What follows belongs to an exercise in optimizing a design on an open flow for small area; a production flow would make more cautious choices. Where RTL was checked, it was by simulation tests only, not by an equivalence proof against the original. No activity file was given, so power comes from the tool's default toggle rates.

Design slotmachine, start of the top module:
module slotmachine(
	input        MAX10_CLK1_50,
	output [7:0] HEX0,
	output [7:0] HEX1,
	output [7:0] HEX2,
	input  [1:0] KEY,
	input  [0:0] SW
);
Size in the first run: roughly 230 cells after synthesis, roughly 60 flip-flops, about 2100 um2 of cells after synthesis.
clock: 10.0 ns
lec_check: 0
cap_margin: 0
core_margin: 2
core_utilization: 60
slew_margin: 0
standard.sh (not shown) runs the stock make flow with config.mk's settings and CLKGATE_MAP_FILE= SYNTH_SCRIPT=/design/flow/synth_recipe.tcl, a recipe that flattens the netlist after the stock synthesis.
==> flow/flow/run.sh <==
#!/bin/bash
# The standard layout (standard.sh) with three changes:
#  - synthesis uses flow/my_synth.tcl: the standard script, but ABC is run
#    with each area-oriented script in flow/abc/ and the smallest mapping is
#    kept; no adder extraction;
#  - the port buffers are the smallest buffer cell;
#  - the clock tree uses small clock buffers and no dummy balancing loads.
set -euo pipefail
W=$PWD
export MY_ABC_DIR=$W/flow/abc
export BUFFER_PORTS_ARGS="-buffer_cell sky130_fd_sc_hd__buf_1"
export CTS_ARGS="-sink_clustering_enable -repair_clock_nets -dont_use_dummy_load -sink_clustering_size 20 -sink_clustering_max_diameter 100 -buf_list {sky130_fd_sc_hd__clkbuf_2 sky130_fd_sc_hd__clkbuf_4}"
sed -e "s#SYNTH_SCRIPT=[^ ]*#SYNTH_SCRIPT=$W/flow/my_synth.tcl ADDER_MAP_FILE=#" standard.sh > my_standard.sh
bash my_standard.sh > standard.log 2>&1
Other scripts of this flow, unchanged in this note and not shown: flow/flow/abc/a1.abc, flow/flow/abc/a2.abc, flow/flow/abc/a3.abc, flow/flow/abc/a4.abc, flow/flow/abc/a5.abc, flow/flow/abc/a6.abc, flow/flow/abc/b11.abc, flow/flow/abc/b19.abc, flow/flow/abc/b3.abc, flow/flow/my_synth.tcl
Rerun with:
- CAP_MARGIN: 0 -> 20
- CORE_UTILIZATION: 60 -> 75
- SLEW_MARGIN: 0 -> 20
=> Combinational power grows by 6.5%. Power is higher by 1.4%. Synthesized cell count is unchanged. Sequential power is about the same.

* * *

Another version of the RTL of slotmachine (not shown whole).
Size in the first run: about 260 cells after synthesis, ~62 flip-flops, ~28 I/O pins, about 0.0022 sq mm of cells after synthesis.
==> flow/config.mk <==
export PLATFORM = sky130hd
export DESIGN_NAME = slotmachine
export DESIGN_NICKNAME = slotmachine
export VERILOG_FILES = /design/flow/design.v
export SDC_FILE = /design/flow/constraint.sdc
export NUM_CORES = 4
export LEC_CHECK = 0
export CAP_MARGIN = 20
export CORE_MARGIN = 2
export CORE_UTILIZATION = 60
export SLEW_MARGIN = 20
==> flow/constraint.sdc <==
create_clock -name core_clock -period 10.0 [get_ports {MAX10_CLK1_50}]
set_input_delay 2.0000 -clock core_clock [delete_from_list [all_inputs] [get_ports {MAX10_CLK1_50}]]
set_output_delay 2.0000 -clock core_clock [all_outputs]
set_load 0.01 [all_outputs]
==> flow/flow/run.sh <==
#!/bin/bash
# The standard layout (standard.sh) with three changes:
#  - synthesis uses flow/my_synth.tcl: the standard script with an
#    area-oriented ABC mapping (flow/area.abc) and no adder extraction;
#  - the port buffers are the smallest buffer cell;
#  - the clock tree uses small clock buffers and no dummy balancing loads.
set -euo pipefail
W=$PWD
export MY_ABC_SCRIPT=$W/flow/area.abc
export BUFFER_PORTS_ARGS="-buffer_cell sky130_fd_sc_hd__buf_1"
export CTS_ARGS="-sink_clustering_enable -repair_clock_nets -dont_use_dummy_load -sink_clustering_size 20 -sink_clustering_max_diameter 100 -buf_list {sky130_fd_sc_hd__clkbuf_2 sky130_fd_sc_hd__clkbuf_4}"
sed -e "s#SYNTH_SCRIPT=[^ ]*#SYNTH_SCRIPT=$W/flow/my_synth.tcl ADDER_MAP_FILE=#" standard.sh > my_standard.sh
bash my_standard.sh > standard.log 2>&1
==> flow/flow/area.abc <==
&get -n
&st
&deepsyn -T 20
&dch -f
&nf -R 1000 -p -a
&put
==> flow/flow/my_synth.tcl <==
# synth_recipe.tcl with a different ABC script (area-recovering mapping);
# everything else, including the registers, is as in the standard synthesis.
proc synth {args} { yosys synth -nofsm -noshare {*}$args }
proc abc {args} {
  set i [lsearch $args -script]
  if {$i >= 0} { lset args [expr {$i+1}] $::env(MY_ABC_SCRIPT) }
  yosys abc {*}$args
}
source $::env(SCRIPTS_DIR)/synth.tcl
# left out here: clear keep_hierarchy, flatten, clean up, hide names made inside functions, write 1_2_yosys.v
Edit:
Settings changed: CAP_MARGIN 20 to 0, SLEW_MARGIN 20 to 0.
Effect: Clock-buffer cell count stays the same. Clock skew stays the same. Combinational power is about the same. Routed wire length stays the same.
Function was not checked in any run of this note: the RTL went through the layout flow alone.

[separate check: timing with driven ports]
Ports are ideal in the flow. The routed layouts listed here were re-timed in OpenROAD.
Step 1 sets driving cells, clkbuf_16 on the clock port and buf_2 on the other inputs (assumed; they add their load-dependent delay and slew).
Step 2, shift: input delay + t, output delay - t, t = (earliest + latest rising clock arrival at the registers) / 2. This alone moves slack from input paths to output paths.
a / b / c = ideal ports / drivers / drivers and shift; a / b = the first two.
| run | t, ns | setup WS [ns] | cell pins on the clock port's net |
|---|---|---|---|
| the first run of note 1 | 0.383 | 6.335 / 6.315 / 6.698 | 1 |
| the second run of note 1 | 0.398 | 6.255 / 6.233 / 6.631 | 1 |
| the first run of note 2 | 0.404 | 6.583 / 6.559 / 6.963 | 1 |
| the second run of note 2 | 0.404 | 6.583 / 6.559 / 6.963 | 1 |
After both steps every run listed still meets setup and hold.
